From an optimization exercise on the open Yosys and OpenROAD flow, aimed at small area; shortcuts taken in it are not production practice.
Function was checked by simulation only, so behaviour that the tests miss may differ from the original.
Power and IR drop assume default switching activity.

==> flow/design.v <==
module mlatch (
    input clock,
    input s,     
    input r,     
    input g,     
    input  [WIDTH-1:0] d,  
    output reg [WIDTH-1:0] q   
);
parameter WIDTH = 1;
reg [WIDTH-1:0] val_reg;
always @(*) begin
    if (r)
        q = 0;
    else if (s)
        q = 1;
    else if (g)
        q = d;
    else
        q = val_reg;
end
always @(posedge clock) begin
    val_reg <= q;
end
endmodule
module register (
    input clock,
    input s,     
    input r,     
    input c,     
    input [WIDTH-1:0] d,     
    output reg [WIDTH-1:0] q     
);
parameter WIDTH = 1;
reg [WIDTH-1:0] val_reg;
reg c_d;
always @(*) begin
    if (r)
        q = 0;
    else if (s)
        q = 1;
    else
        q = val_reg;
end
always @(negedge clock) begin
    c_d <= c;
    if  (~c_d & c & ~r & ~s)
        val_reg <= d;
    else
        val_reg <= q;
end
endmodule
/*verilator lint_off UNOPTFLAT*/
module clockgen (
	input clk32,
	input resb,
	input porb,
	output clk,
	output mhz8,
	output mhz8_en1,
	output mhz8_en2,
	output mhz4,
	output reg mhz4_en,
	output time0,
	output time1,
	output time2,
	output time3,
	output time4,
	output time5,
	output time6,
	output time7,
	output m2clock,
	output m2clock_en_p,
	output m2clock_en_n,
	output khz500,
	output khz500_en,
	output clk4,
	output latch,
	output time0_t,
	output time1_t,
	output time2_t,
	output time3_t,
	output time4_t,
	output latch_t
);
assign clk          = mhz16_s;
assign mhz8_en1     = ~mhz16_s &  mhz8_sD & ~mhz8_s;
assign mhz8_en2     = ~mhz16_s & ~mhz8_sD &  mhz8_s;
assign mhz8         = mhz8_s;
assign mhz4         = mhz4_s;
assign time0        = time0_s;
assign time1        = time1_s;
assign time2        = time2_s;
assign time3        = time3_s;
assign time4        = time4_s;
assign time5        = time5_s;
assign time6        = time6_s;
assign time7        = time7_s;
assign m2clock      = ~time6_s;
assign m2clock_en_p = ~time5_s &  time6_s;
assign m2clock_en_n =  time5_s & ~time6_s;
assign clk4         = l2_s;
assign latch        = ~latchb_s;
assign time0_t      = time0_u;
assign time1_t      = time1_u;
assign time2_t      = time2_u;
assign time3_t      = time3_u;
assign time4_t      = time4_u;
assign latch_t      = ~latchb_u;
reg mhz16_s;
reg mhz8_sD, mhz8_s;
reg l2_s, l3_s;
reg mhz4_s;
reg time0_s;
reg time1_s;
reg time2_s;
reg time3_s;
reg time4_s;
reg time5_s;  
reg time6_s;
reg time7_s;  
reg latchb_s;
wire rst_all_n = porb & resb;
wire rst_l_n   = ~(porb & ~resb);
always @(posedge clk32, negedge rst_all_n) begin
	if (!rst_all_n) begin
		{ mhz16_s, mhz8_sD, mhz8_s, mhz4_s } <= 0;
	end else begin
		mhz16_s <= ~mhz16_s;
		if ( mhz16_s) mhz8_sD <= ~mhz8_sD;
		if (~mhz16_s) mhz8_s <= mhz8_sD;
		if (~mhz16_s & ~mhz8_s) mhz4_s <= ~l2_s;
	end
end
always @(posedge clk32) begin
	if (rst_all_n) mhz4_en <= mhz16_s & ~mhz8_s & l2_s;
end
always @(posedge clk32, negedge rst_l_n) begin
	if (!rst_l_n) begin
		l2_s <= 0;
		l3_s <= 1;
	end else if (porb) begin
		if ( mhz16_s & ~mhz8_s) l2_s <= ~l2_s;
		if (mhz16_s & ~l2_s & ~mhz8_s) l3_s <= ~l3_s;
	end
end
always @(posedge clk32, negedge porb) begin
	if (!porb) begin
		{ time0_s, time1_s, time2_s, time3_s, time4_s, time5_s, time6_s, time7_s } <= 0;
		latchb_s <= 1;
	end else if (resb) begin
		if (~mhz16_s) time0_s <= ~l3_s;
		if ( mhz16_s) time1_s <= time0_s;
		if (~mhz16_s) time2_s <= time1_s;
		if ( mhz16_s) time3_s <= time2_s;
		if (~mhz16_s) time4_s <= time3_s;
		if ( mhz16_s) time5_s <= time4_s;
		if (~mhz16_s) time6_s <= time5_s;
		if ( mhz16_s) time7_s <= time6_s;
		if (~mhz16_s) latchb_s <= ~(time5_s & ~time1_s);
	end
end
reg time0_u, time1_u, time2_u, time3_u, time4_u, latchb_u;
always @(posedge clk32, negedge porb) begin
	if (!porb) begin
		{ time0_u, time1_u, time2_u, time3_u, time4_u } <= 0;
		latchb_u <= 1;
	end else if (resb) begin
		if (~mhz16_s) time0_u <= ~l2_s;
		if ( mhz16_s) time1_u <= time0_u;
		if (~mhz16_s) time2_u <= time1_u;
		if ( mhz16_s) time3_u <= time2_u;
		if (~mhz16_s) time4_u <= time3_u;
		if (~mhz16_s) latchb_u <= ~(time2_u & ~time0_u);
	end
end
reg [1:0] khz500_cnt;
always @(posedge clk32, negedge porb) begin
	if (!porb)
		khz500_cnt <= 0;
	else if (m2clock_en_p) begin
		khz500_cnt <= khz500_cnt + 1'd1;
	end
end
assign khz500 = khz500_cnt[1];
assign khz500_en = khz500_cnt == 0 && m2clock_en_p;
endmodule
/*verilator lint_off UNOPTFLAT*/
module mcucontrol (
    input clk32,
    input porb,
    input resb,
    input turbo,
    input clk,
    input ias,
    input idev,
    input iram,
    input iuds,
    input ilds,
    input irwz,
    input ixdmab,
    input vmapb,
    input smapb,
    input ideb,
    input hde1,
    input addrselb,
    input time0,
    input time1,
    input lcycsel,
    input cycsel_en,
    input ivsync,
    input sreq,
    input sndon,
    input sfrep,
    input [21:1] snd,
    input [21:1] sft,
    output cmpcycb,
    output ramcycb,
    output refb,
    output frame,
    output reg vidb,
    output viden,
    output vos,
    output sndclk,
    output snden,  
    output sframe,
    output stoff,
    output rdat_n,
    output we_n,
    output wdat_n,
    output cmpcs_n,
    output dcyc_n,
    output sload_n,
    output sint
);
wire c1 = ~(lcycsel & time1);  
wire c1_en_p = lcycsel & time1 & clk;
wire c1_en_n = cycsel_en;
reg c1_rise, c1_fall;
always @(posedge clk32) begin
    c1_rise <= c1_en_p;
    c1_fall <= c1_en_n;
end
assign frame = ~pk005;
assign viden = ~vidb;  
assign refb = pk016 | pk024;
assign vos = ~(vidb & ~snden);
reg pk005,pk016;
always @(posedge clk32, negedge porb) begin
	if (!porb) { pk005, vidb, pk016 } <= { 1'b0, 1'b1, 1'b0 };
	else if (c1_en_p) begin
		pk005 <= ivsync;
		vidb  <= ideb;
		pk016 <= hde1;
	end
end
assign sndclk = ~(addrselb & snden);
assign snden = ~pk016 & pk024;
wire pk061 = (snd == sft) & ~c1;
wire sintsb = sframe;
assign stoff = pk061 & ~sfrep;
reg pk024, pk031;
always @(posedge clk32) begin
    if (!porb) pk031 <= 1'b0;  
    else if (c1_en_p) pk031 <= sndon;
end
mlatch sframe_l(clk32, 1'b0, !pk031, !clk ^ turbo, ~(pk061 & sfrep), sframe);
mlatch sint_l(clk32, !sintsb, 1'b0, c1_fall, 1'b0, sint);
always @(posedge clk32, negedge pk031) begin
    if (!pk031) pk024 <= 0;
    else if (c1_en_p) pk024 <= sreq;
end
mlatch sload_n_l(clk32, !porb, 1'b0, clk, ~(time1 & addrselb & snden), sload_n);  
wire cmap = (~irwz | iuds | ilds) & (~vmapb | ~smapb) & idev & ias;
wire ramsel = (~irwz | ilds | iuds) & ias & iram;
reg ramcyc,cmpcyc;
always @(posedge clk32, negedge cmap) begin
    if (!cmap) cmpcyc <= 0;
    else if(cycsel_en) cmpcyc <= cmap;
end
always @(posedge clk32, negedge ramsel) begin
    if (!ramsel) ramcyc <= 0;
    else if (cycsel_en) ramcyc <= ramsel;
end
wire dcyc;
mlatch dcyc_l(clk32, !porb, 1'b0, clk ^ turbo, !resb | (time1 & addrselb & viden), dcyc);  
assign dcyc_n = ~dcyc;
assign cmpcycb = ~cmpcyc;
assign ramcycb = ~ramcyc;
assign we_n = ~(ramcyc & cmpcycb & ~irwz & ~time0 & ~addrselb);
assign rdat_n = ~((cmpcyc & ramcycb & irwz) | (ramcyc & cmpcycb & irwz));
assign wdat_n = ~(~we_n | (cmpcyc & ramcycb & ~irwz & ~time1 & ~addrselb));
assign cmpcs_n =~((cmpcyc & ramcycb & ~irwz & ~time1 & ~addrselb) | (cmpcyc & ramcycb & irwz & lcycsel & ~time1) | ~resb);
endmodule
module gstmcu (
    input clk32,
    input resb,
    input porb,
    input  FC0,
    input  FC1,
    input  FC2,
    input  AS_N,
    input  RW,
    input  UDS_N,
    input  LDS_N,
    input  VMA_N,
    input  MFPINT_N,
    input  [23:1] A,     
    output reg [23:1] ADDR,  
    input  [15:0] DIN,
    output [15:0] DOUT,
    output OE_L,
    output OE_H,
    output CLK_O,  
    output MHZ8,
    output MHZ8_EN1,
    output MHZ8_EN2,
    output MHZ4,
    output MHZ4_EN,
    output KHZ500,
    output KHZ500_EN,
    input  RDY_N_I,
    output RDY_N_O,
    input  BG_N,
    input  BR_N_I,
    output BR_N_O,
    input  BGACK_N_I,
    output BGACK_N_O,
    output BERR_N,
    output IPL0_N,
    output IPL1_N,
    output IPL2_N,
    input  DTACK_N_I,
    output DTACK_N_O,
    output IACK_N,
    output ROM0_N,
    output ROM1_N,
    output ROM2_N,
    output ROM3_N,
    output ROM4_N,
    output ROM5_N,
    output ROM6_N,
    output ROMP_N,
    output RAM_N,
    output RAS0_N,
    output RAS1_N,
    output CAS0L_N,
    output CAS0H_N,
    output CAS1L_N,
    output CAS1H_N,
    output RAM_LDS,  
    output RAM_UDS,  
    output REF,  
    output VPA_N,
    output MFPCS_N,
    output SNDIR,
    output SNDCS,
    output N6850,
    output FCS_N,
    output RTCCS_N,
    output RTCRD_N,
    output RTCWR_N,
    output LATCH,
    output HSYNC_N,
    output VSYNC_N,
    output reg DE,
    output reg BLANK_N,
    output reg BLANK_H_N,  
    output reg BLANK_V_N,  
    output RDAT_N,
    output WE_N,
    output WDAT_N,
    output CMPCS_N,
    output DCYC_N,
    input  SREQ,
    output SLOAD_N,
    output SINT,
    output BUTTON_N,
    output reg JOYWE_N,
    output JOYRL_N,
    output JOYWL,
    output JOYRH_N,
    input  st,              
    input  extra_ram,       
    input  tos192k,         
    input  turbo,           
    input  viking_at_c0,    
    input  viking_at_e8,    
    output [1:0] bus_cycle  
);
always @(*) begin
    casez ({ addrselb, ixdmab, snden, refb })
        4'b00??: ADDR = dma_reg;  
        4'b01??: ADDR = A;  
        4'b1??0: ADDR = 0;  
        4'b1?11: ADDR = { 2'b0, snd };  
        4'b1?01: ADDR = vid_reg;  
    endcase
end
assign REF = addrselb & ~refb;
wire         ias  = ixdma ? aso : ~AS_N;
wire         irwz = ixdma ? drw : RW;
wire         irwb = ~irwz;
wire         iuds = ixdma ? dso : ~UDS_N;
wire         ilds = ixdma ? dso : ~LDS_N;
wire         ivma = ~VMA_N;
wire         ifc0  = ixdma ? 1'b1 : FC0;
wire         ifc1  = ixdma ? 1'b0 : FC1;
wire         ifc2  = ixdma ? 1'b1 : FC2;
wire         iiack = ias & ifc0 & ifc1 & ifc2;
wire         ifc2z = ifc2;
wire         fcx = ifc0 ^ ifc1;
wire [15:0]  id = DIN;
reg          udenb;
wire         doutb;
assign       OE_H = ~udenb;
assign       OE_L = ~doutb;
wire vclrb = ~(iiack & A[3:1] == 3'b100);
wire hclrb = ~(iiack & A[3:1] == 3'b010);
wire device = ixdmab & ifc2z & fcx;
wire idev = device & A[23:16] == 8'hFF;
assign IACK_N = ~(iiack & A[3:1] == 3'b110);
assign VPA_N = ~((idev & ias & A[15:9] == { 4'hF, 3'b110 }) | ~vclrb | ~hclrb);  
assign MFPCS_N = ~(idev & ias & A[15:6] == { 8'hFA, 2'b00 });   
wire   isndcsb = ~(idev & ias & A[15:8] == 8'h88);              
assign SNDIR   = ~isndcsb & ~irwz;
assign SNDCS   = ~isndcsb & ~A[1];
assign N6850   = idev & ivma & A[15:3] == { 12'hFC0, 1'b0 };   
wire   pifcsb  = ~(idev & ias & ilds & iuds & A[15:2] == { 12'h860, 2'b01 });  
wire   ifcsb   = pifcsb & resb;
assign FCS_N   = ifcsb;
assign RTCCS_N = ~(idev & ias & A[15:5] == { 8'hFC, 3'b001 });  
assign RTCRD_N = ~(irwz & ivma & ilds);
assign RTCWR_N = ~(irwb & ivma & ilds);
wire overlap = |A[15:3];
wire rvec = irwz & ~overlap & ifc2z & fcx & ixdmab;
wire rom = irwz & fcx & ixdmab;
wire irom0 = rom & ias & ~tos192k & A[23:18] == { 4'hE, 2'b10 };  
wire irom1 = rom & ias & ~tos192k & A[23:18] == { 4'hE, 2'b01 };  
wire irom2 = (ias & rvec & A[23:16] == 8'h00) |                  
             (rom & ias & ((~tos192k & A[23:18] == { 4'hE, 2'b00 }) | (tos192k & A[23:18] == { 4'hF, 2'b11 } & A[19:16] != 4'hF)));  
wire irom3 = (rom & ias & ~gamecart & A[23:16] == 8'hFB) | (rom & ias & gamecart & A[23:18] == { 4'hD, 2'b11 });
wire irom4 = (rom & ias & ~gamecart & A[23:16] == 8'hFA) | (rom & ias & gamecart & A[23:18] == { 4'hD, 2'b10 });
wire irom5 = rom & ias & A[23:18] == { 4'hD, 2'b01 };
wire irom6 = rom & ias & A[23:18] == { 4'hD, 2'b00 };
wire romp  = rom & ias & A[23:13] == { 8'hFE, 3'b000 };
wire romxb = ~(irom0 | irom1 | irom2 | irom3 | irom4 | irom6 | irom6 | romp);
assign ROM0_N = ~irom0;
assign ROM1_N = ~irom1;
assign ROM2_N = ~irom2;
assign ROM3_N = ~irom3;
assign ROM4_N = ~irom4;
assign ROM5_N = ~irom5;
assign ROM6_N = ~irom6;
assign ROMP_N = ~romp;
wire viking_c0 = viking_at_c0 && A[23:18] == 6'b110000;  
wire viking_e8 = viking_at_e8 && A[23:19] == 5'b11101;   
wire iram_extra = fcx & extra_ram & ((A[23] ^ A[22]) | (A[23] & A[22] & ~A[21]));
wire system = ifc2z | A[15:11] != 0;
wire irama = |A[21:16];
wire iramb = fcx & ~A[23] & ~A[22];
wire iramaa = irama & iramb;  
wire iramc = overlap & fcx & system;
wire iramab = A[23:16] == 0 & iramc;
wire iram = iramaa | iramab | ~ixdmab | viking_c0 | viking_e8 | iram_extra | ~resb;
assign RAM_N = ~iram;
wire dmadir  = idev & ias & iuds & A[15:1] == { 12'h860, 3'b011 };
wire dmadirb = ~dmadir;
wire mdesel  = idev & ias & A[15:1] == { 12'h826, 3'b000 };  
wire syncsel = idev & ias & A[15:1] == { 12'h820, 3'b101 };  
wire scrlsel = idev & ias & ilds & A[15:1] == { 12'h826, 3'b010 } & ~st;  
wire cartsel = idev & ias & A[15:1] == { 12'h900, 3'b000 } & ~st;
wire butsel  = idev & ias & A[15:1] == { 12'h920, 3'b000 } & ~st;
wire joysel  = idev & ias & A[15:1] == { 12'h920, 3'b001 } & ~st;
wire padsel  = idev & ias & A[15:3] == { 12'h921, 1'b0 } & ~st;
wire pensel  = idev & ias & A[15:2] == { 12'h922, 2'b00 } & ~st;
wire regs    = idev & ias & A[15:12] == 4'h8 & ~A[8] & ~A[11];
wire dma     =  A[9] &  A[10];   
wire video   =  A[9] & ~A[10];   
wire conf    = ~A[9] & ~A[10];   
wire vmapb   = ~(idev & A[15:6] == { 8'h82, 2'b01 });  
wire regrd   = irwz & A[7:4] == 4'h0 & ilds;
wire regwr   = irwb & A[7:4] == 4'h0 & ilds;
wire rconfigb = ~(regs & conf & regrd & A[3:1] == 3'd0);   
wire wconfigb = ~(regs & conf & regwr & A[3:1] == 3'd0);
wire rvidbhb  = ~(regs & video & regrd & A[3:1] == 3'd0);  
wire wvidbhb  = ~(regs & video & regwr & A[3:1] == 3'd0);
wire rvidbmb  = ~(regs & video & regrd & A[3:1] == 3'd1);  
wire wvidbmb  = ~(regs & video & regwr & A[3:1] == 3'd1);
wire rlochb   = ~(regs & video & regrd & A[3:1] == 3'd2);  
wire wlochb   = ~(regs & video & regwr & A[3:1] == 3'd2) | st;
wire rlocmb   = ~(regs & video & regrd & A[3:1] == 3'd3);  
wire wlocmb   = ~(regs & video & regwr & A[3:1] == 3'd3) | st;
wire rloclb   = ~(regs & video & regrd & A[3:1] == 3'd4);  
wire wloclb   = ~(regs & video & regwr & A[3:1] == 3'd4) | st;
wire rvidblb  = ~(regs & video & regrd & A[3:1] == 3'd6) | st;  
wire wvidblb  = ~(regs & video & regwr & A[3:1] == 3'd6) | st;
wire rhoffb   = ~(regs & video & regrd & A[3:1] == 3'd7) | st;  
wire whoffb   = ~(regs & video & regwr & A[3:1] == 3'd7) | st;
wire rdmahb   = ~(regs & dma & regrd & A[3:1] == 3'd4);    
wire wdmah    = ~(regs & dma & regwr & A[3:1] == 3'd4);
wire rdmamb   = ~(regs & dma & regrd & A[3:1] == 3'd5);    
wire wdmam    = ~(regs & dma & regwr & A[3:1] == 3'd5);
wire rdmalb   = ~(regs & dma & regrd & A[3:1] == 3'd6);    
wire wdmal    = ~(regs & dma & regwr & A[3:1] == 3'd6);
wire regxackb = ~((regs & (A[9] | ~A[10]) & (~dma | A[3]) & A[7:4] == 4'h0) | ~srgackb);
wire srgackb = ~(idev & ias & A[15:5] == { 8'h89, 3'b000 }) | st;  
wire sndrgb  = ~(~srgackb & ilds & irwz);
wire smapb   = ~(idev & A[15:5] == { 8'h89, 3'b001 }) | st;        
wire rscntlb = ~(idev & ias & ilds & irwz & A[15:1] == { 12'h890, 3'd0 }) | st;
wire wscntlb = ~(idev & ias & ilds & irwb & A[15:1] == { 12'h890, 3'd0 }) | st;
wire rsfbhb  = ~(idev & ias & ilds & irwz & A[15:1] == { 12'h890, 3'd1 }) | st;
wire wsfbhb  = ~(idev & ias & ilds & irwb & A[15:1] == { 12'h890, 3'd1 }) | st;
wire rsfbmb  = ~(idev & ias & ilds & irwz & A[15:1] == { 12'h890, 3'd2 }) | st;
wire wsfbmb  = ~(idev & ias & ilds & irwb & A[15:1] == { 12'h890, 3'd2 }) | st;
wire rsfblb  = ~(idev & ias & ilds & irwz & A[15:1] == { 12'h890, 3'd3 }) | st;
wire wsfblb  = ~(idev & ias & ilds & irwb & A[15:1] == { 12'h890, 3'd3 }) | st;
wire rsfchb  = ~(idev & ias & ilds & irwz & A[15:1] == { 12'h890, 3'd4 }) | st;
wire rsfcmb  = ~(idev & ias & ilds & irwz & A[15:1] == { 12'h890, 3'd5 }) | st;
wire rsfclb  = ~(idev & ias & ilds & irwz & A[15:1] == { 12'h890, 3'd6 }) | st;
wire rsfthb  = ~(idev & ias & ilds & irwz & A[15:1] == { 12'h890, 3'd7 }) | st;
wire wsfthb  = ~(idev & ias & ilds & irwb & A[15:1] == { 12'h890, 3'd7 }) | st;
wire rsftmb  = ~(idev & ias & ilds & irwz & A[15:1] == { 12'h891, 3'd0 }) | st;
wire wsftmb  = ~(idev & ias & ilds & irwb & A[15:1] == { 12'h891, 3'd0 }) | st;
wire rsftlb  = ~(idev & ias & ilds & irwz & A[15:1] == { 12'h891, 3'd1 }) | st;
wire wsftlb  = ~(idev & ias & ilds & irwb & A[15:1] == { 12'h891, 3'd1 }) | st;
wire padrb = 1;  
wire penrb = 1;  
assign doutb = ~(~sndrgb | ~padrb | ~penrb | (regs & (A[9] | ~A[10]) & (~dma | A[3]) & A[7:4] == 4'h0 & ilds & irwz));
assign DOUT[15:8] = { 6'b111111, idout_h };
assign DOUT[ 7:0] = vid_o & snd_o;
assign HSYNC_N = resb & iihsync;
assign VSYNC_N = resb & iivsync;
assign IPL0_N = 1'b1;
assign IPL1_N = MFPINT_N & (hintb | ~vintb);
assign IPL2_N = MFPINT_N & vintb;
wire hintb;
register hintb_r(clk32, ~(resb & porb & hclrb), 1'b0, iihsync, 1'b0, hintb);
wire vintb;
register vintb_r(clk32, ~(resb & porb & vclrb), 1'b0, iivsync, 1'b0, vintb);
reg [6:0] berr_cnt;
assign BERR_N = ~berr_cnt[6];
always @(posedge clk32, negedge porb) begin
    if (!porb) berr_cnt <= 0;
    else if (~ias) berr_cnt <= 0;
    else if (MHZ8_EN1) berr_cnt <= berr_cnt + 1'd1;
end
wire gamecart;
register gamecart_r(clk32, 1'b0, ~(resb & porb), irwb & cartsel & iuds, id[8], gamecart);
wire noscroll;
mlatch noscroll_l(clk32, ~(resb & porb), 1'b0, scrlsel, ~|id[3:0], noscroll);
wire mde1;
register mde1_r(clk32, 1'b0, ~(resb & porb), ~(irwb & mdesel & iuds) ^ st, id[9], mde1);
wire mde0;
register mde0_r(clk32, 1'b0, ~(resb & porb), ~(irwb & mdesel & iuds) ^ st, id[8], mde0);
wire pal;
register pal_r(clk32, 1'b0, ~(resb & porb), ~(irwb & syncsel & iuds), id[9], pal);
wire ntsc = ~pal;
reg drw;
wire porb_resb = porb & resb;
reg dmadirb_d;
always @(posedge clk32) dmadirb_d <= dmadirb;  
always @(posedge clk32, negedge porb_resb) begin : drw_block
	if (!porb_resb) drw <= 1;
	else if (~dmadirb_d & dmadirb) drw <= id[8];
end
wire penr = iuds & ilds & irwz & pensel;
wire padr = ilds & irwz & padsel;
wire butr = ilds & irwz & butsel;
assign BUTTON_N = ~butr;
assign JOYRL_N = ~(joysel & ilds & irwz);
assign JOYWL = joysel & irwb & ilds;
assign JOYRH_N = ~(joysel & iuds & irwz);
always @(posedge clk32) begin
    if (!resb || !JOYRL_N) JOYWE_N <= 1;
    else if (JOYWL) JOYWE_N <= 0;
end
reg [9:8] idout_h;
always @(*) begin
	idout_h = 2'b11;
	if (cartsel & irwz & iuds) idout_h = { 1'b0, gamecart };
	if (syncsel & irwz & iuds) idout_h = { pal, 1'b0 };
	udenb = ~(irwz & iuds & (cartsel | syncsel));
end
reg wloclb_rs, wlocmb_rs, wlochb_rs;
always @(posedge clk32) begin
    if (~porb | ~frame) { wloclb_rs, wlocmb_rs, wlochb_rs } <= 3'b000;
    if (~wloclb) wloclb_rs <= 1'b1;
    if (~wlocmb) wlocmb_rs <= 1'b1;
    if (~wlochb) wlochb_rs <= 1'b1;
end
wire [23:1] vld;
assign vld[23:22] = extra_ram ? ((~wlochb | wlochb_rs)? id[7:6] : lvd[23:22]) : 2'b00;
assign vld[21:16] = (~wlochb | wlochb_rs) ? id[5:0] : lvd[21:16];
assign vld[15: 8] = (~wlocmb | wlocmb_rs) ? id[7:0] : lvd[15: 8];
assign vld[ 7: 1] = (~wloclb | wloclb_rs) ? id[7:1] : lvd[ 7: 1];
wire [7:0] hoff;
mlatch #(.WIDTH(8)) hoff_l(clk32, 1'b0, ~(resb & porb), ~whoffb, id[7:0], hoff);
wire [23:1] lvd;
mlatch #(.WIDTH(7)) lvd_ll(clk32, 1'b0, ~(resb & porb & wvidbmb & wvidbhb), ~wvidblb, id[7:1], lvd[ 7: 1]);
mlatch #(.WIDTH(8)) lvd_ml(clk32, 1'b0, ~(resb & porb), ~wvidbmb, id[7:0], lvd[15: 8]);
mlatch #(.WIDTH(8)) lvd_hl(clk32, 1'b0, ~(resb & porb), ~wvidbhb, id[7:0], lvd[23:16]);
wire [3:0] conf_reg;
mlatch #(.WIDTH(4)) conf_l(clk32, 1'b0, ~porb, ~wconfigb, id[3:0], conf_reg[3:0]);
wire rs2b = ~conf_reg[2];
wire rs3b = ~conf_reg[3];
wire       rd_regs = regs & regrd;
reg  [7:0] vdm_mux;
always @(*) begin
	case ({ A[10:9], A[3:1] })
	5'b01_000: vdm_mux = { extra_ram ? lvd[23:22] : 2'b00, lvd[21:16] };
	5'b01_001: vdm_mux = lvd[15:8];
	5'b01_010: vdm_mux = vid[23:16];
	5'b01_011: vdm_mux = vid[15:8];
	5'b01_100: vdm_mux = { vid[7:1], 1'b0 };
	5'b01_110: vdm_mux = st ? 8'hff : { lvd[7:1], 1'b0 };
	5'b01_111: vdm_mux = st ? 8'hff : hoff;
	5'b00_000: vdm_mux = { 4'b0000, conf_reg };
	5'b11_100: vdm_mux = dmaa[23:16];
	5'b11_101: vdm_mux = dmaa[15:8];
	5'b11_110: vdm_mux = { dmaa[7:1], 1'b0 };
	default:   vdm_mux = 8'hff;
	endcase
end
wire [7:0] vid_o = rd_regs ? vdm_mux : 8'hff;
wire [21:1] sfb, sft_l;
reg  [21:1] sft;
wire  [3:1] snd_ctrl;
wire sndon;
wire sfrep = snd_ctrl[1];
mlatch #(.WIDTH(7)) sfb_ll(clk32, 1'b0, (~resb & porb), ~wsfblb, id[7:1], sfb[ 7: 1]);
mlatch #(.WIDTH(8)) sfb_ml(clk32, 1'b0, (~resb & porb), ~wsfbmb, id[7:0], sfb[15: 8]);
mlatch #(.WIDTH(6)) sfb_hl(clk32, 1'b0, (~resb & porb), ~wsfbhb, id[5:0], sfb[21:16]);
mlatch #(.WIDTH(3)) sctl_l(clk32, 1'b0, (~resb & porb), ~wscntlb, id[3:1], snd_ctrl);
mlatch #(.WIDTH(1)) sndon_l(clk32, 1'b0, (~resb & porb) | stoff, ~wscntlb, id[0], sndon);
mlatch #(.WIDTH(7)) sft_lll(clk32, 1'b0, (~resb & porb), ~wsftlb, id[7:1], sft_l[ 7: 1]);
mlatch #(.WIDTH(8)) sft_mll(clk32, 1'b0, (~resb & porb), ~wsftmb, id[7:0], sft_l[15: 8]);
mlatch #(.WIDTH(6)) sft_hll(clk32, 1'b0, (~resb & porb), ~wsfthb, id[5:0], sft_l[21:16]);
always @(posedge clk32) if (~porb) sft <= 0; else if (~sframe) sft <= sft_l;
wire       rd_snd = idev & ias & ilds & irwz & A[15:5] == { 8'h89, 3'b000 } & ~st;
reg  [7:0] snd_mux;
always @(*) begin
	case (A[4:1])
	4'd0:    snd_mux = { 4'b0000, snd_ctrl, sndon };
	4'd1:    snd_mux = { 2'b00, sfb[21:16] };
	4'd2:    snd_mux = sfb[15:8];
	4'd3:    snd_mux = { sfb[7:1], 1'b0 };
	4'd4:    snd_mux = { 2'b00, snd[21:16] };
	4'd5:    snd_mux = snd[15:8];
	4'd6:    snd_mux = { snd[7:1], 1'b0 };
	4'd7:    snd_mux = { 2'b00, sft[21:16] };
	4'd8:    snd_mux = sft[15:8];
	4'd9:    snd_mux = { sft[7:1], 1'b0 };
	default: snd_mux = 8'hff;
	endcase
end
wire [7:0] snd_o = rd_snd ? snd_mux : 8'hff;
reg sndack;   
reg sndack1;
always @(posedge clk32, posedge isndcsb) begin
	if (isndcsb) { sndack, sndack1 } <= 0;
	else if (MHZ8_EN1) begin
		sndack1 <= ~isndcsb;
		sndack  <= sndack1;
	end
end
assign RDY_N_O = ~aso;
wire   ready = RDY_N_O & RDY_N_I;
wire fcsackb;
register fcsackb_r(clk32, ~(porb & ias), 1'b0, ready, ifcsb, fcsackb);
reg dtack_d;
always @(posedge clk32, negedge porb) begin
	if (!porb) dtack_d <= 0;
	else if (MHZ8_EN2) dtack_d <= dtack & ~DTACK_N_I;
end
reg p8001_s, p8008_s, p8010_s;
wire porb_ixdma = porb & ixdma;
always @(posedge clk32, negedge porb_ixdma) begin
	if (!porb_ixdma) {p8001_s, p8008_s, p8010_s} <= 3'b001;
	else if (MHZ8_EN1) begin
		p8001_s <= p8008_s;
		p8008_s <= p8001_s ^ ~(p8008_s & p8001_s & ~dtack_d);
	end else if (MHZ8_EN2) begin
		p8010_s <= ~(p8001_s & p8008_s);
	end
end
wire   aso   = p8008_s | ~p8010_s;
wire   dso   = (p8008_s & p8001_s) | (p8008_s & drw) | ~p8010_s;
wire   dtack   = sndack | ~ramcycb | ~cmpcycb | ~romxb | ~regxackb | cartsel | syncsel | butr | joysel | padr | penr | ~fcsackb;
assign DTACK_N_O = ~dtack;
wire   ixdmab    = ~ixdma;
wire   br_n      = BR_N_I & BR_N_O;
wire   bgack_n   = BGACK_N_I & BGACK_N_O;
assign BGACK_N_O = ixdmab;
assign BR_N_O    = ~br_o;
reg    ixdma;    
reg    p9033;
reg    br_o;     
wire   p9033_i   = (ready & ~ias) | (p9033 & ias);
wire   ixdma_i   = ixdma | (~ias & ~BG_N);
wire   br_o_i    = (br_n | br_o) & (BG_N | br_o) & p9033 & bgack_n;
always @(posedge clk32, negedge porb_resb) begin
	if (!porb_resb) begin
		p9033 <= 0;
		br_o <= 0;
		ixdma <= 0;
	end else if (MHZ8_EN1) begin
		p9033 <= p9033_i;
		br_o <= br_o_i;
		if (!p9033_i) ixdma <= 0;
	end else if (MHZ8_EN2) begin
		ixdma <= ixdma_i;
	end
end
wire sela = rs2b & rs3b;
wire [3:0] ramaaa = sela ? { ~ADDR[21] & ~ADDR[20], ~ADDR[19], ~ADDR[18], ~ADDR[17] } : { 1'b1, ~ADDR[21], ~ADDR[20], ~ADDR[19] };
wire ram1 = (extra_ram & (~ADDR[23] | ~ADDR[22] | (ADDR[23] & ADDR[22] & ~ADDR[21]))) | viking_c0 | viking_e8 | (rs3b ? &ramaaa : ADDR[21]);
wire ram2 = rs3b ? ramaaa[3] & ramaaa[2] & ramaaa[1] & ~ramaaa[0] : ~ADDR[21];
wire ram1a, ram2a;
wire udsl, ldsl;
mlatch ram1a_l(clk32, 1'b0, !porb, turbo ? MHZ8 : clk4, ram1, ram1a);
mlatch ram2a_l(clk32, 1'b0, !porb, turbo ? MHZ8 : clk4, ram2, ram2a);
mlatch ldsl_l (clk32, 1'b0, !porb, turbo ? MHZ8 : clk4, ilds, ldsl);
mlatch udsl_l (clk32, 1'b0, !porb, turbo ? MHZ8 : clk4, iuds, udsl);
wire rascyc = turbo ? ~time3_t : time0_s;
assign RAS0_N = ~( (rascyc & addrselb & (~refb | (ram1a & vos))) | (~rascyc & ~addrselb & ram1a & ~ramcycb) );
assign RAS1_N = ~( (rascyc & addrselb & (~refb | (ram2a & vos))) | (~rascyc & ~addrselb & ram2a & ~ramcycb) );
assign CAS0L_N = ~( (time2 & ~lcycsel & ram1a & vos) | (~time2 & lcycsel & ram1a & ~ramcycb & ldsl) );
assign CAS0H_N = ~( (time2 & ~lcycsel & ram1a & vos) | (~time2 & lcycsel & ram1a & ~ramcycb & udsl) );
assign CAS1L_N = ~( (time2 & ~lcycsel & ram2a & vos) | (~time2 & lcycsel & ram2a & ~ramcycb & ldsl) );
assign CAS1H_N = ~( (time2 & ~lcycsel & ram2a & vos) | (~time2 & lcycsel & ram2a & ~ramcycb & udsl) );
assign RAM_LDS = (time0 & addrselb & (ram1a | ram2a) & vos) | (~time0 & ~addrselb & (ram1a | ram2a) & ~ramcycb & ldsl);
assign RAM_UDS = (time0 & addrselb & (ram1a | ram2a) & vos) | (~time0 & ~addrselb & (ram1a | ram2a) & ~ramcycb & udsl);
wire clk,clk4,m2clock,m2clock_en_p,m2clock_en_n;
wire time0_s,time1_s,time2_s,time3_s,time4_s,time5_s,time6_s,time7_s;
wire latch_s;
wire time0_t,time1_t,time2_t,time3_t,time4_t,latch_t;
assign bus_cycle = { ~time4_s, ~time0_s };
assign CLK_O = clk;
clockgen clockgen_s (
    .clk32(clk32),
    .clk(clk),
    .resb(resb),
    .porb(porb),
    .mhz8(MHZ8),
    .mhz8_en1(MHZ8_EN1),
    .mhz8_en2(MHZ8_EN2),
    .mhz4(MHZ4),
    .mhz4_en(MHZ4_EN),
    .clk4(clk4),
    .time0(time0_s),
    .time1(time1_s),
    .time2(time2_s),
    .time3(time3_s),
    .time4(time4_s),
    .time5(time5_s),
    .time6(time6_s),
    .time7(time7_s),
    .m2clock(m2clock),
    .m2clock_en_p(m2clock_en_p),
    .m2clock_en_n(m2clock_en_n),
    .khz500(KHZ500),
    .khz500_en(KHZ500_EN),
    .latch(latch_s),
    .time0_t(time0_t),
    .time1_t(time1_t),
    .time2_t(time2_t),
    .time3_t(time3_t),
    .time4_t(time4_t),
    .latch_t(latch_t)
);
assign LATCH = turbo ? latch_t : latch_s;
wire time0 = turbo ? time0_t : time0_s;
wire time1 = turbo ? time1_t : time1_s;
wire time2 = turbo ? time2_t : time2_s;
wire time4 = turbo ? time4_t : time4_s;
wire addrselb = turbo ? ~time4_t : ~time5_s;
wire lcycsel = turbo ? time4_t : time7_s;
wire cycsel_en = turbo ? (time3_t & ~time4_t) : (time6_s & ~time7_s);
wire stoff, sframe;
wire refb,frame,vidb,viden,sndclk_loc,sload_n_loc,snden,vos;
wire cmpcycb, ramcycb;
wire dcyc_n_loc;
mcucontrol mcucontrol (
    .clk32(clk32),
    .porb(porb),
    .resb(resb),
    .turbo(turbo),
    .clk(clk),
    .ias(ias),
    .idev(idev),
    .iram(iram),
    .iuds(iuds),
    .ilds(ilds),
    .irwz(irwz),
    .ixdmab(ixdmab),
    .vmapb(vmapb),
    .smapb(smapb),
    .ivsync(ivsync),
    .ideb(ideb),
    .hde1(hde1),
    .addrselb(addrselb),
    .sreq(SREQ),
    .sndon(sndon),
    .lcycsel(lcycsel),
    .cycsel_en(cycsel_en),
    .time0(time0),
    .time1(time1),
    .frame(frame),
    .refb(refb),
    .vidb(vidb),
    .viden(viden),
    .vos(vos),
    .snd(snd),
    .sft(sft),
    .stoff(stoff),
    .sfrep(sfrep),
    .sframe(sframe),
    .sndclk(sndclk_loc),
    .snden(snden),
    .cmpcycb(cmpcycb),
    .ramcycb(ramcycb),
    .rdat_n(RDAT_N),
    .we_n(WE_N),
    .wdat_n(WDAT_N),
    .cmpcs_n(CMPCS_N),
    .dcyc_n(dcyc_n_loc),
    .sload_n(sload_n_loc),
    .sint(SINT)
);
wire vidclkb = turbo ? ~(time0_s | vidb) : ~(time5_s | vidb);  
assign DCYC_N = dcyc_n_loc | (time5_s & turbo);
wire sndclk = sndclk_loc | (time1_s & turbo);
wire sndclk_en = (turbo ? (~time0_s & ~time7_s) : (addrselb & time4)) & snden;
assign SLOAD_N = sload_n_loc | (time1_s & turbo);
wire interlace = 0;  
wire ihsync = ~(iihsync & resb);
wire ivsync = ~(iivsync & resb);
wire vertclk;
reg  [6:0] hsc;
wire [6:0] hsc_load_val_ste = { mde1 | interlace, 2'b00, mde1, 1'b0, ntsc & ~mde1, ~(ntsc & ~mde1) };
wire [6:0] hsc_load_val_st = mde1 ? 7'h48 : ntsc ? 7'h1 : 7'h0;
reg        hsc_load;  
wire       hsc_reload = hsc == 7'd127;
reg        iihsync;
wire [6:0] ihsync_set = mde1 ? 7'd121 : 7'd101;
wire [6:0] ihsync_res = mde1 ? 7'd127 : 7'd111;
always @(posedge clk32, negedge resb) begin
	if (!resb) begin
		hsc <= 0;
		hsc_load <= 0;
		iihsync <= 1;
	end else if (m2clock_en_p) begin
		hsc <= hsc + 1'd1;
		if (hsc_reload | hsc_load) begin
			hsc_load <= ~hsc_load;
			if (st & ~hsc_load) hsc <= hsc_load_val_st;
			if (~st) hsc <= hsc_load_val_ste;
		end
		if (hsc == ihsync_set) iihsync <= 0;
		if (hsc == ihsync_res) iihsync <= 1;
	end
end
wire ideb = ~DE;
wire cpal = ~mde1 & ~ntsc;
wire cntsc = ~mde1 & ntsc;
reg  [7:0] hdec;
reg        hblank;
wire       hblank_set = (cntsc & hdec == 8'd8 ) |  (cpal & hdec == 8'd9);
wire       hblank_reset = mde1 | hdec == 8'd114;
reg        hde, hde1;
wire       hde_set_ste = (cntsc & hdec == 8'd11) | (cpal & hdec == 8'd12) | (mde1 & hdec == 8'd2);
wire       hde_set_st  = (cntsc & hdec == 8'd15) | (cpal & hdec == 8'd16) | (mde1 & hdec == 8'd3);
wire       hde_reset   = (cntsc & hdec == 8'd95) | (cpal & hdec == 8'd96) | (mde1 & hdec == 8'd43);
reg        hde_set_r1, hde_set_r2, hde_set_r3, hde_set_r4;
always @(posedge clk32, negedge porb) begin
	if (!porb) begin
		hdec <= 0;
		hblank <= 0;
		{ hde_set_r1, hde_set_r2, hde_set_r3, hde_set_r4 } <= 0;
		hde <= 0;
	end else begin
		if ((m2clock_en_p && hsc == ihsync_set) || ihsync) begin
			hdec <= 0;
			hblank <= 0;
			{ hde_set_r1, hde_set_r2, hde_set_r3, hde_set_r4 } <= 0;
			hde <= 0;
		end else
		if (m2clock_en_n) begin
			hdec <= hdec + 1'd1;
			if (hblank_set) hblank <= 1;
			if (hblank_reset) hblank <= 0;
			hde_set_r1 <= hde_set_ste;
			hde_set_r2 <= hde_set_r1;
			hde_set_r3 <= hde_set_r2;
			hde_set_r4 <= hde_set_r3;
			if (hde_reset) hde <= 0;
			else if (~st &&  noscroll && ((~mde1 & hde_set_r4 ) || (mde1 && hde_set_r1))) hde <= 1;
			else if (~st && !noscroll && ((~mde0 & hde_set_ste) || (mde0 && hde_set_r2))) hde <= 1;
			else if ( st && hde_set_st) hde <= 1;
		end
	end
end
always @(posedge clk32, negedge porb) begin
	if (!porb) begin
		BLANK_N <= 1;
		hde1 <= 0;
		DE <= 1;
	end else if (m2clock_en_p) begin
		BLANK_N <= hblank & vblank;
		hde1 <= hde;
		DE <= hde & vde;
	end
end
wire iivsync_a;
wire       vertclk_en = (st ? hsc_reload : hsc_load) & m2clock_en_p;
reg  [8:0] vsc;
wire [8:0] vsc_load_val_ste = { 1'b0, ~mde1, ~mde1, ~mde1 & ntsc, ~mde1 & ntsc, 1'b1, mde1, ~mde1 & ntsc, 1'b0 };
wire [8:0] vsc_load_val_st  = mde1 ? 9'd11 : cpal ? 9'd199 : 9'd249;
reg        vsc_load;
reg        iivsync;
wire [8:0] ivsync_set = mde1 ? 9'd510 : 9'd508;
always @(posedge clk32, negedge resb) begin
	if (!resb) begin
		vsc <= 0;
		vsc_load <= 1;
		iivsync <= 1;
	end else if (vertclk_en) begin
		vsc <= vsc + 1'd1;
		if (~st && (vsc == 9'd511 || vsc_load)) begin
			vsc_load <= ~vsc_load;
			vsc <= vsc_load_val_ste;
			iivsync <= 1;
		end
		if (st && vsc == 9'd511) begin
			vsc <= vsc_load_val_st;
			iivsync <= 1;
		end
		if (vsc == ivsync_set) iivsync <= 0;
	end
end
reg vde, vblank;
reg  [8:0] vdec;
wire       vblank_set =   (cpal & vdec == 9'd24) | (cntsc & vdec == 9'd15);         
wire       vblank_reset = mde1 | (cpal & vdec == 9'd307) | (cntsc & vdec == 9'd257);  
wire       vde_set =      (mde1 & vdec == 9'd35 ) | (cpal & vdec == 9'd62 ) | (cntsc & vdec == 9'd33 );  
wire       vde_reset =    (mde1 & vdec == 9'd435) | (cpal & vdec == 9'd262) | (cntsc & vdec == 9'd233);  
always @(posedge clk32, negedge porb) begin
	if (!porb) begin
		vdec <= 0;
		vde <= 0;
		vblank <= 0;
	end else begin
		if ((vertclk_en & vsc == ivsync_set) | ivsync) begin
			vdec <= 0;
			vde <= 0;
			vblank <= 0;
		end else
		if (m2clock_en_p && hsc == ihsync_res) begin
			vdec <= vdec + 1'd1;
			if (vde_set)   vde <= 1;
			if (vde_reset) vde <= 0;
			if (vblank_set) vblank <= 1;
			if (vblank_reset) vblank <= 0;
		end
	end
end
reg        mde1_l, cpal_l, cntsc_l;
reg        vblank_l, hblank_l;
always @(posedge clk32) begin
	if (ivsync) begin
		mde1_l <= mde1;
		cpal_l <= cpal;
		cntsc_l <= cntsc;
	end
	if (!porb) begin
		vblank_l <= 0;
		hblank_l <= 0;
		BLANK_V_N <= 0;
		BLANK_H_N <= 0;
	end else begin
	if (m2clock_en_p && hsc == ihsync_res) begin
		if ((mde1_l & vdec == 9'd35 ) | (cntsc_l & vdec == 9'd15 ) | (cpal_l & vdec == 9'd24 )) vblank_l <= 1;
		if ((mde1_l & vdec == 9'd435) | (cntsc_l & vdec == 9'd257) | (cpal_l & vdec == 9'd307)) vblank_l <= 0;
	end
	if (m2clock_en_n) begin
		if ((mde1_l & hdec == 8'd3 ) | (cntsc_l & hdec == 8'd8) | (cpal_l & hdec == 8'd9)) hblank_l <= 1;
		if ((mde1_l & hdec == 8'd43) | hdec == 8'd114) hblank_l <= 0;
	end
	if (m2clock_en_p) begin
		BLANK_V_N <= vblank_l;
		BLANK_H_N <= hblank_l;
	end
	end
end
reg  [23:1] vid, vid_reg;
reg vidclk_d, vidb_d;
reg pf071, pf071_reg;
wire vid_r_d = pf071_reg & vidb_d;
wire vid_r = pf071 & vidb;
wire vid_xll = wloclb & frame;
wire vid_xlm = wlocmb & frame;
wire vid_xlh = wlochb & frame;
wire vid_rr = ~(!porb | !frame | !wlochb | !wlocmb | !wloclb);
always @(*) begin
	vid = vid_reg + ((~vid_r_d & vid_r) ? {15'd0, hoff} : {22'd0, ~vidclk_d & ~vidclkb});
	if (!vid_xll) vid[ 7: 1] = vld[ 7: 1];
	if (!vid_xlm) vid[15: 8] = vld[15: 8];
	if (!vid_xlh) vid[23:16] = vld[23:16];
	if (!extra_ram) vid[23:22] = 2'b00;
	pf071 = pf071_reg;
	if (!vid_rr) pf071 = 0;
	else if (~vidb_d & vidb) pf071 = 1;
end
always @(posedge clk32) begin
	vidclk_d <= ~vidclkb;
	vid_reg <= porb ? vid : 23'd0;  
	vidb_d <= vidb;
	pf071_reg <= pf071;
end
reg [21:1] snd;
always @(posedge clk32) begin
    if (!(porb & resb)) snd <= 0;
    else if (!sframe) snd <= sfb;  
    else if (sndclk_en) snd <= snd + 1'd1;
end
wire        dmaclk = ~(dso & ixdma);
reg  [23:1] dmaa, dma_reg;
reg         dmaclk_d;
always @(*) begin
	dmaa = dma_reg;
	if (~dmaclk_d & dmaclk) dmaa = dmaa + 1'd1;
	if (!wdmal) dmaa[ 7: 1] = id[7:1];
	if (!wdmam) dmaa[15: 8] = id[7:0];
	if (!wdmah) dmaa[23:16] = id[7:0];
	if (!extra_ram) dmaa[23:22] = 2'b00;
	if (~(resb & porb)) dmaa = 0;
end
always @(posedge clk32) begin
	dmaclk_d <= dmaclk;
	dma_reg <= dmaa;
end
endmodule
==> flow/flow/run.sh <==
#!/bin/bash
# Layout flow: the standard flow (standard.sh) with
#  - an area-oriented ABC script in synthesis (flow/my_synth.tcl, flow/area.abc),
#  - buf_1 cells as the port buffers,
#  - smaller clock-tree buffers and no CTS dummy loads.
set -euo pipefail
W=$(pwd)
export FLOW_SYNTH_TCL=$W/synth_recipe.tcl
sed "s#SYNTH_SCRIPT=[^ ]*#SYNTH_SCRIPT=$W/flow/my_synth.tcl#" standard.sh > my_standard.sh
grep -q "SYNTH_SCRIPT=$W/flow/my_synth.tcl" my_standard.sh
export BUFFER_PORTS_ARGS="-buffer_cell sky130_fd_sc_hd__buf_1"
export CTS_ARGS="-sink_clustering_enable -repair_clock_nets -dont_use_dummy_load -buf_list sky130_fd_sc_hd__clkbuf_8 -sink_clustering_size 15 -sink_clustering_max_diameter 80"
bash my_standard.sh > standard.log 2>&1
==> flow/flow/area.abc <==
&get -n
&st
&dc2
&syn3
&dc2
&deepsyn -T 60
&dch -f
&nf -R 1000 -p -F 8 -A 4 -a
&st
&dch -f
&nf -R 1000 -p -F 8 -A 4 -a
&put
==> flow/flow/my_synth.tcl <==
# The standard synthesis (synth_recipe.tcl), with Yosys's abc call given an
# area-oriented ABC script; flip-flop mapping and everything else is unchanged.
set my_abc_script [file join [file dirname [file normalize [info script]]] area.abc]
proc abc {args} {
  set i [lsearch $args -script]
  if {$i >= 0} { set args [lreplace $args $i [expr {$i+1}] -script $::my_abc_script] }
  yosys abc {*}$args
}
source $::env(FLOW_SYNTH_TCL)
==> flow/standard.sh <==
#!/bin/bash
# synth_recipe.tcl (not shown) runs the flow's synth.tcl, then flattens the netlist and writes it again
# the make line also repeats each setting of config.mk as NAME=value (left out here)
make -C /OpenROAD-flow-scripts/flow DESIGN_CONFIG=/design/flow/config.mk WORK_HOME=/design/flow/orfs CLKGATE_MAP_FILE= SYNTH_SCRIPT=/design/flow/synth_recipe.tcl "${@:-finish}"
==> flow/config.mk <==
export PLATFORM = sky130hd
export DESIGN_NAME = gstmcu
export DESIGN_NICKNAME = gstmcu
export VERILOG_FILES = /design/flow/design.v
export SDC_FILE = /design/flow/constraint.sdc
export NUM_CORES = 4
export LEC_CHECK = 0
export CAP_MARGIN = 10
export CORE_MARGIN = 2
export CORE_UTILIZATION = 40
export GPL_TIMING_DRIVEN = 0
export HOLD_SLACK_MARGIN = 0.1
export SLEW_MARGIN = 10
==> flow/constraint.sdc <==
create_clock -name core_clock -period 20.0 [get_ports {clk32}]
set_input_delay 4.0000 -clock core_clock [delete_from_list [all_inputs] [get_ports {clk32}]]
set_output_delay 4.0000 -clock core_clock [all_outputs]
set_load 0.01 [all_outputs]
==> results.yml, run 1 <==
global_route:
  grt.busiest_layer: "met2"
  grt_max_degree: 45
  track_usage_pct: 29.3
  grt_pass1_vias: 14300
  use_met2_pct: 47.1
  grt_util_met1_pct: 39.2
  grt_first_pass_wirelength_um: 88100
  grt_overflow_total: 0
  grtUsageMet3_pct: 4.67
  antenna_found_initial: 1
drt:
  vias_per_cell: 6.16
  drt_iter0_drc: 1637
  wl_per_cell_um: 24.1
  wirelength_um: 59700
  vias: 15200
  dr.pass1.iters: 9
  drcViolationCount: 0
  drtAntennaViolNets: 0
pwr:
  switching_share_pct: 35.5
  powerDensity_nw_per_um2: 80.2
  intPower_w: 0.000889
  p_leak_nw: 6.39
  p_comb_share_pct: 24.2
  power_w: 0.00138
  p_clk_share_pct: 23.7
  power_switching_w: 0.000490
  power_frac_seq_pct: 52.2
  vdd_drop_max_v: 0.0000578
critical_path:
  cp_data_required_time_ps: 16000
  crit_slowest_cell: "nor3_1"
  cp_top_family: "simple AND/OR/NAND/NOR gates"
  crit_path_max_fanout: 9
  cp.arrival_ps: 12700
  end_kind: "output port"
  cpMostUsedCell: "and3_1"
  crit_buf_inv: 3
  critPathLaunchType: "input port"
  max_stage_delay_ps: 990
  worstSetupPathType: "input port to output port"
timing:
  fin_skew_ps: 50.6
  period_share_pct: 83.5
  tightest_slew_ps: 1300
  finalHoldViolCount: 0
  timing.slew.headroom_pct: 13.6
  max_freq_mhz: 59.9
  rsz0062_at_grt: "false"
  min_period_ps: 16700
  final-max-slew-violation-count: 0
  holdWs_ps: 457
  finalSetupViolCount: 0
final_layout:
  area_growth_pct: 11.9
  final_cell_mix: "nand2_1, dfxtp_1, nor2_1"
  drive_above_1_share_pct: 3.62
  n_antenna_cell: 0
  nFillCells: 3771
  nNetsFinal: 2054
  final_common_cell: "nand2_1"
floorplan:
  boundaryPins: 169
  rows: 71
  design.die.area_um2: 40000
  die_x_um: 200
  dieHeight_um: 200
  core_area_um2: 37800
  start_util_pct: 40.7
yosys:
  synth-main-ff-cell: "dfxtp_1"
  synthesis.instances: 1753
  ys_ff_latch: 303
  synth_compound_area_share_pct: 24.4
  yosysSeqAreaShare_pct: 42.9
  synth-xor-area-share_pct: 2.85
  yosysWarnings: 11
  synth-edff-count: 4
  syn_avg_cell_area_um2: 8.76
  synthAdderAreaFrac_pct: 2.25
  ys_types: 66
  synth_top_family_by_area: "compound AO/OA/AOI/OAI gates"
  synthArstFlopShare_pct: 31.0
  synthSimpleGateAreaFrac_pct: 22.8
  synth_area_um2: 15400
  synth.area.mux_share_pct: 2.33
clock_tree:
  clock_latency_ps: 610
  cts_sinks: 303
  cts_root_buf: "clkbuf_8"
  numCtsBuffers: 25
  cts_max_level: 1
  ctsResizeCount: 0
  cts_tree: "yes"
  clock_path_buffers: 3
  cts.clk_slew.worst_paths_ps: 100
hold_path:
  hold_path.class: "register to register"
outcome:
  run_status: "no timing/DRC/antenna violations"
placed_design:
  dp_hpwl_um: 45200
  io_buffers: 155
  place_congestion: 0.985
job:
  max_cap_viol_count: 0
==> timing repair <==
action / in CTS / in global routing
hold endpoints to repair: 1 / 0
setup endpoints to repair: 0 / 0
setup buffers: 0 / 0
hold buffers: 1 / 0
==> layout make-up <==
type	count	area [um^2]	area share (%)
multi-input cells	1365	8470	49.2
inverters	83	312	1.81
plain buffers	7	52.6	0.306
clock inverters	13	48.8	0.284
well taps	511	639	3.72
flip-flops and latches	303	6590	38.3
repair buffers	166	743	4.32
clock buffers	25	344	2.00
==> power groups by stage <==
| stage | logic, W | registers (W) | clock network, W |
|---|---|---|---|
| 4_1_cts | 0.000329 | 0.000718 | 0.000333 |
| 3_3_place_gp | 0.000314 | 0.000729 | 0.00000435 |
| 6_report | 0.000333 | 0.000720 | 0.000326 |
| 3_5_place_dp | 0.000328 | 0.000730 | 0.00000435 |
| 5_1_grt | 0.000366 | 0.000727 | 0.000357 |
| 2_1_floorplan | 0.000199 | 0.000714 | 0.00000435 |
==> cells in the mapped netlist (21+ instances only) <==
| cell | n | area (um^2) |
|---|---|---|
| nand2_1 | 218 | 818 |
| dfxtp_1 | 205 | 4100 |
| nor2_1 | 159 | 597 |
| a21oi_1 | 109 | 546 |
| a22o_1 | 95 | 832 |
| o21ai_0 | 90 | 450 |
| clkinv_1 | 84 | 315 |
| dfrtp_1 | 83 | 2080 |
| nor3_1 | 59 | 295 |
| and3_1 | 49 | 307 |
| nand3_1 | 48 | 240 |
| nor2b_1 | 45 | 282 |
| and2_0 | 33 | 206 |
| a222oi_1 | 31 | 310 |
| xnor2_1 | 29 | 254 |
| a221oi_1 | 28 | 245 |
| a22oi_1 | 27 | 203 |
| ha_1 | 26 | 325 |
| nand4_1 | 25 | 156 |
| a31oi_1 | 24 | 150 |
| o31ai_1 | 23 | 173 |
| nand2b_1 | 22 | 138 |
| xor2_1 | 21 | 184 |
==> kinds of logic (layout without fill, tap and decap cells) <==
family / after synthesis / in the layout
XOR/XNOR: 50 / 50
multiplexers: 30 / 30
AND/OR/NAND/NOR: 722 / 722
adder cells (fa/ha/maj): 27 / 27
buffers and inverters: 91 / 294
other: 1 / 7
AO/OA/AOI/OAI: 529 / 529
flip-flops: 303 / 303
==> worst register-to-register path: cells and delay by family, from the launching register on <==
family	cells	cell delay [ps]
AOI/OAI and AO/OA	2	1110
DFF	1	560
and+or+nand+nor	7	1220
xor gates and xnor gates	1	160
==> worst paths after layout <==
path / slack (ps) / endpoint / depth (start not counted) / from
min in group asynchronous: 490 / p8001_s / 1 / ixdma
max reg2reg: 6870 / mde0_r.val_reg / 10 / p8010_s
max in group asynchronous: 14670 / ixdma / 3 / resb
min: 460 / clockgen_s.latchb_s / 2 / clockgen_s.latchb_s
max: 3300 / DOUT[5] / 35 / A[19]
min reg2reg: 460 / clockgen_s.latchb_s / 2 / clockgen_s.latchb_s
==> layer usage <==
metal | up-vias | part of all wire [%]
met5 | - | 0.022
met4 | 2 | 4.2
met3 | 160 | 8.8
met2 | 759 | 46
met1 | 7319 | 41
li1 | 7002 | -
==> through the flow <==
stage / utilization [%] / cell area (um^2) / instances / setup TNS (ps) / setup slack [ps]
2_1_floorplan: - / 15400 / 1759 / 0 / 4050
3_3_place_gp: 44.0 / 16600 / 2425 / -5520 / -1350
3_5_place_dp: 44.4 / 16800 / 2434 / 0 / 3050
4_1_cts: 45.5 / 17200 / 2472 / 0 / 3490
5_1_grt: 45.5 / 17200 / 2473 / 0 / 2870
6_report: 45.5 / 17200 / 2473 / 0 / 3300
==> run 2: changes to the inputs <==
==> flow/flow/run.sh (replaced) <==
#!/bin/bash
# Layout flow: the standard flow (standard.sh) with
#  - an area-oriented ABC script in synthesis, best of several seeds (flow/my_synth.tcl, flow/area.abc),
#  - buf_1 cells as the port buffers,
#  - smaller clock-tree buffers and no CTS dummy loads.
set -euo pipefail
W=$(pwd)
export FLOW_SYNTH_TCL=$W/synth_recipe.tcl
sed "s#SYNTH_SCRIPT=[^ ]*#SYNTH_SCRIPT=$W/flow/my_synth.tcl#" standard.sh > my_standard.sh
grep -q "SYNTH_SCRIPT=$W/flow/my_synth.tcl" my_standard.sh
export BUFFER_PORTS_ARGS="-buffer_cell sky130_fd_sc_hd__buf_1"
export CTS_ARGS="-sink_clustering_enable -repair_clock_nets -dont_use_dummy_load -buf_list sky130_fd_sc_hd__clkbuf_4 -sink_clustering_size 9 -sink_clustering_max_diameter 60"
bash my_standard.sh > standard.log 2>&1
==> flow/flow/area.abc (replaced) <==
&get -n
&st
&dc2
&syn3
&dc2
&deepsyn -T 60 -S SEED
&dch -f
&nf -R 1000 -p -F 8 -A 4 -a
&st
&dch -f
&nf -R 1000 -p -F 8 -A 4 -a
&put
==> flow/flow/my_synth.tcl (replaced) <==
# The standard synthesis (synth_recipe.tcl), with Yosys's abc call replaced:
# the combinational logic is mapped with an area-oriented ABC script
# (flow/area.abc) once per deepsyn seed, and the smallest result is kept.
# Flip-flop mapping and everything else is unchanged.
set my_abc_template [file join [file dirname [file normalize [info script]]] area.abc]
set my_abc_seeds {0 1 2 3}
proc abc {args} {
  set i [lsearch $args -script]
  set fh [open $::my_abc_template r]; set tmpl [read $fh]; close $fh
  set lib_args {}
  foreach lib $::env(LIB_FILES) { lappend lib_args -liberty $lib }
  yosys design -save my_pre_abc
  set best_area {}
  set best_seed {}
  foreach seed $::my_abc_seeds {
    yosys design -load my_pre_abc
    set f [file join $::env(OBJECTS_DIR) area_seed$seed.abc]
    set fh [open $f w]; puts -nonewline $fh [string map [list SEED $seed] $tmpl]; close $fh
    yosys abc {*}[lreplace $args $i [expr {$i+1}] -script $f]
    set rep [tee -q -s result.string stat {*}$lib_args]
    regexp {Chip area for module[^:]*:\s*([0-9.]+)} $rep -> area
    puts "MY_ABC seed $seed: area $area"
    if {$best_area eq {} || $area < $best_area} {
      set best_area $area
      set best_seed $seed
      yosys design -save my_best_abc
    }
  }
  yosys design -load my_best_abc
  puts "MY_ABC kept seed $best_seed: area $best_area"
}
source $::env(FLOW_SYNTH_TCL)
==> run 2 against run 1 <==
Non-clock buffer count did not move. Wire length is 0.89% higher. Largest power group unchanged. Sequential share of layout area increased by 0.092 points. Count of clock-buffer cells in the layout increased by 15. Sequential power barely moved. Still clean on timing, DRC and antenna. Via count rose by 0.65%. Maximum frequency about the same. Critical path depth stayed put.
==> results.yml, run 2 <==
outcome:
  run_status: "no timing/DRC/antenna violations"
final_layout:
  multi_input_area_um2: 8470
  area_growth_pct: 11.7
  stdcell_area_um2: 17200
  seq_area_um2: 6590
  final_common_cell: "nand2_1"
  utilization_pct: 45.4
  nNetsFinal: 2069
  nFillCells: 3789
  drive_above_1_share_pct: 4.35
  layout.cells.non_filler: 2489
  final_cell_mix: "nand2_1, dfxtp_1, nor2_1"
critical_path:
  worstSetupPathType: "input port to output port"
  cp_data_required_time_ps: 16000
  crit_slowest_cell: "nor3_1"
  critPathLaunchType: "input port"
  cpMostUsedCell: "and3_1"
  crit_path_max_fanout: 9
  end_kind: "output port"
  cp.arrival_ps: 12710
  max_stage_delay_ps: 1020
floorplan:
  start_util_pct: 40.7
  core_area_um2: 37800
  die_x_um: 200
  dieHeight_um: 200
  design.die.area_um2: 40000
  rows: 71
  boundaryPins: 169
clock_tree:
  clock_latency_ps: 760
  cts_sinks: 303
  numCtsBuffers: 40
  clock_path_buffers: 3
  cts_root_buf: "clkbuf_4"
  cts_max_level: 2
  post-cts-setup-buffer-count: 0
  cts.clk_slew.worst_paths_ps: 90
  cts_tree: "yes"
yosys:
  ys_ff_latch: 303
  synthTopCellsByCount: "nand2_1, dfxtp_1, nor2_1"
  synthesis.instances: 1753
  synth.most_common_cell: "nand2_1"
  yosys-top-cells-area: "dfxtp_1, dfrtp_1, a22o_1"
  synth_area_leader_cell: "dfxtp_1"
  yosysWarnings: 11
  ys_types: 66
  syn_avg_cell_area_um2: 8.76
  synth-main-ff-cell: "dfxtp_1"
  synth_area_um2: 15400
  synth-edff-count: 4
  synthArstFlopShare_pct: 31.0
  yosysSeqAreaShare_pct: 42.9
  yosysTopAreaCellShare_pct: 26.7
timing:
  finalSetupViolCount: 0
  final-max-slew-violation-count: 0
  tightest_slew_ps: 1310
  fin_skew_ps: 74.8
  tns_ps: 0
  period_share_pct: 83.6
  timing.slew.headroom_pct: 12.6
  finalHoldViolCount: 0
  min_period_ps: 16710
  max_freq_mhz: 59.8
  rsz0062_at_grt: "false"
placed_design:
  placedCellCount: 2434
  dpl_cell_area_um2: 16800
  io_buffers: 155
  dp_hpwl_um: 45200
  place_congestion: 0.985
drt:
  wl_per_cell_um: 24.2
  wirelength_um: 60200
  vias: 15300
  drt_iter0_drc: 1549
  dr.pass1.iters: 10
  drcViolationCount: 0
  vias_per_cell: 6.16
  drtAntennaViolNets: 0
job:
  max_cap_viol_count: 0
pwr:
  p_clk_share_pct: 23.1
  power_frac_seq_pct: 52.5
  vdd_drop_max_v: 0.0000636
  switching_share_pct: 36.5
  p_leak_nw: 6.40
  powerDensity_nw_per_um2: 79.9
  intPower_w: 0.000870
  p_comb_share_pct: 24.4
  power_switching_w: 0.000501
global_route:
  grt_first_pass_wirelength_um: 88900
  grt_overflow_total: 0
  track_usage_pct: 29.8
  grt_pass1_vias: 14400
  grt_max_degree: 45
  antenna_found_initial: 2
hold_path:
  hold_path.class: "register to register"
[run 2: worst paths after layout]
path	startpoint	endpoint	slack (ps)	cells after the start
min in group asynchronous	ixdma	p8008_s	500	1
worst min register to register	clockgen_s.latchb_s	clockgen_s.latchb_s	460	2
worst max-delay path	A[19]	DOUT[5]	3290	35
worst min-delay path	clockgen_s.latchb_s	clockgen_s.latchb_s	460	2
worst max register to register	p8010_s	mde0_r.val_reg	6860	10
max in group asynchronous	A[19]	mcucontrol.cmpcyc	14780	9
[run 2: cell families after synthesis]
kind of cell | after synthesis | share of synthesized area, %
XOR/XNOR | 50 | 2.85
AO/OA/AOI/OAI | 529 | 24.4
buffers and inverters | 91 | 2.39
multiplexers | 30 | 2.33
AND/OR/NAND/NOR | 722 | 22.8
adder cells (fa/ha/maj) | 27 | 2.25
flip-flops | 303 | 42.9
other | 1 | 0.0244
[run 2: final cells by class]
cell class              instances  share of cell area (%)
diodes                          1                  0.0146
inverters                      83                    1.82
repair buffers                166                    4.33
well taps                     511                    3.73
plain buffers                   7                   0.306
clock inverters                13                   0.284
clock buffers                  40                    1.75
flip-flops and latches        303                    38.4
multi-input cells            1365                    49.4
[run 2: per-stage QoR]
stage,setup slack [ps],hold WS (ps),power [W]
detailed placement,3050,20.0,0.00106
global route,2870,469,0.00145
floorplan,4050,0.496,0.000917
CTS,3490,457,0.00137
finish,3290,456,0.00137
global placement,-1350,17.9,0.00105
[run 2: repair_timing]
action / 4_1_cts / 5_1_grt
gates resized for setup: 0 / 0
endpoints found under the hold margin: 1 / 0
hold buffers: 1 / 0
[run 2: power by group through the flow]
stage	Clock [W]	Sequential [W]	Combinational, W
finish	0.000316	0.000720	0.000334
global route	0.000354	0.000727	0.000366
CTS	0.000327	0.000718	0.000329
detailed placement	0.00000435	0.000730	0.000328
global placement	0.00000435	0.000729	0.000314
floorplan	0.00000435	0.000714	0.000199
[run 2: metal layers]
metal / vias up / routed length [um] / track usage [%]
met5: - / 13 / 0
met4: 2 / 2700 / 13.3
met3: 164 / 5390 / 5.98
met2: 770 / 27200 / 47.0
met1: 7348 / 24900 / 39.4
li1: 7057 / - / -
[run 2: critical path: cells and delay by family]
| kind | cells | cell delay, ps |
|---|---|---|
| simple gates | 21 | 5560 |
| compound gates | 8 | 1860 |
| fa+ha+maj | 2 | 410 |
| mux | 1 | 320 |
| buf+inv | 3 | 540 |
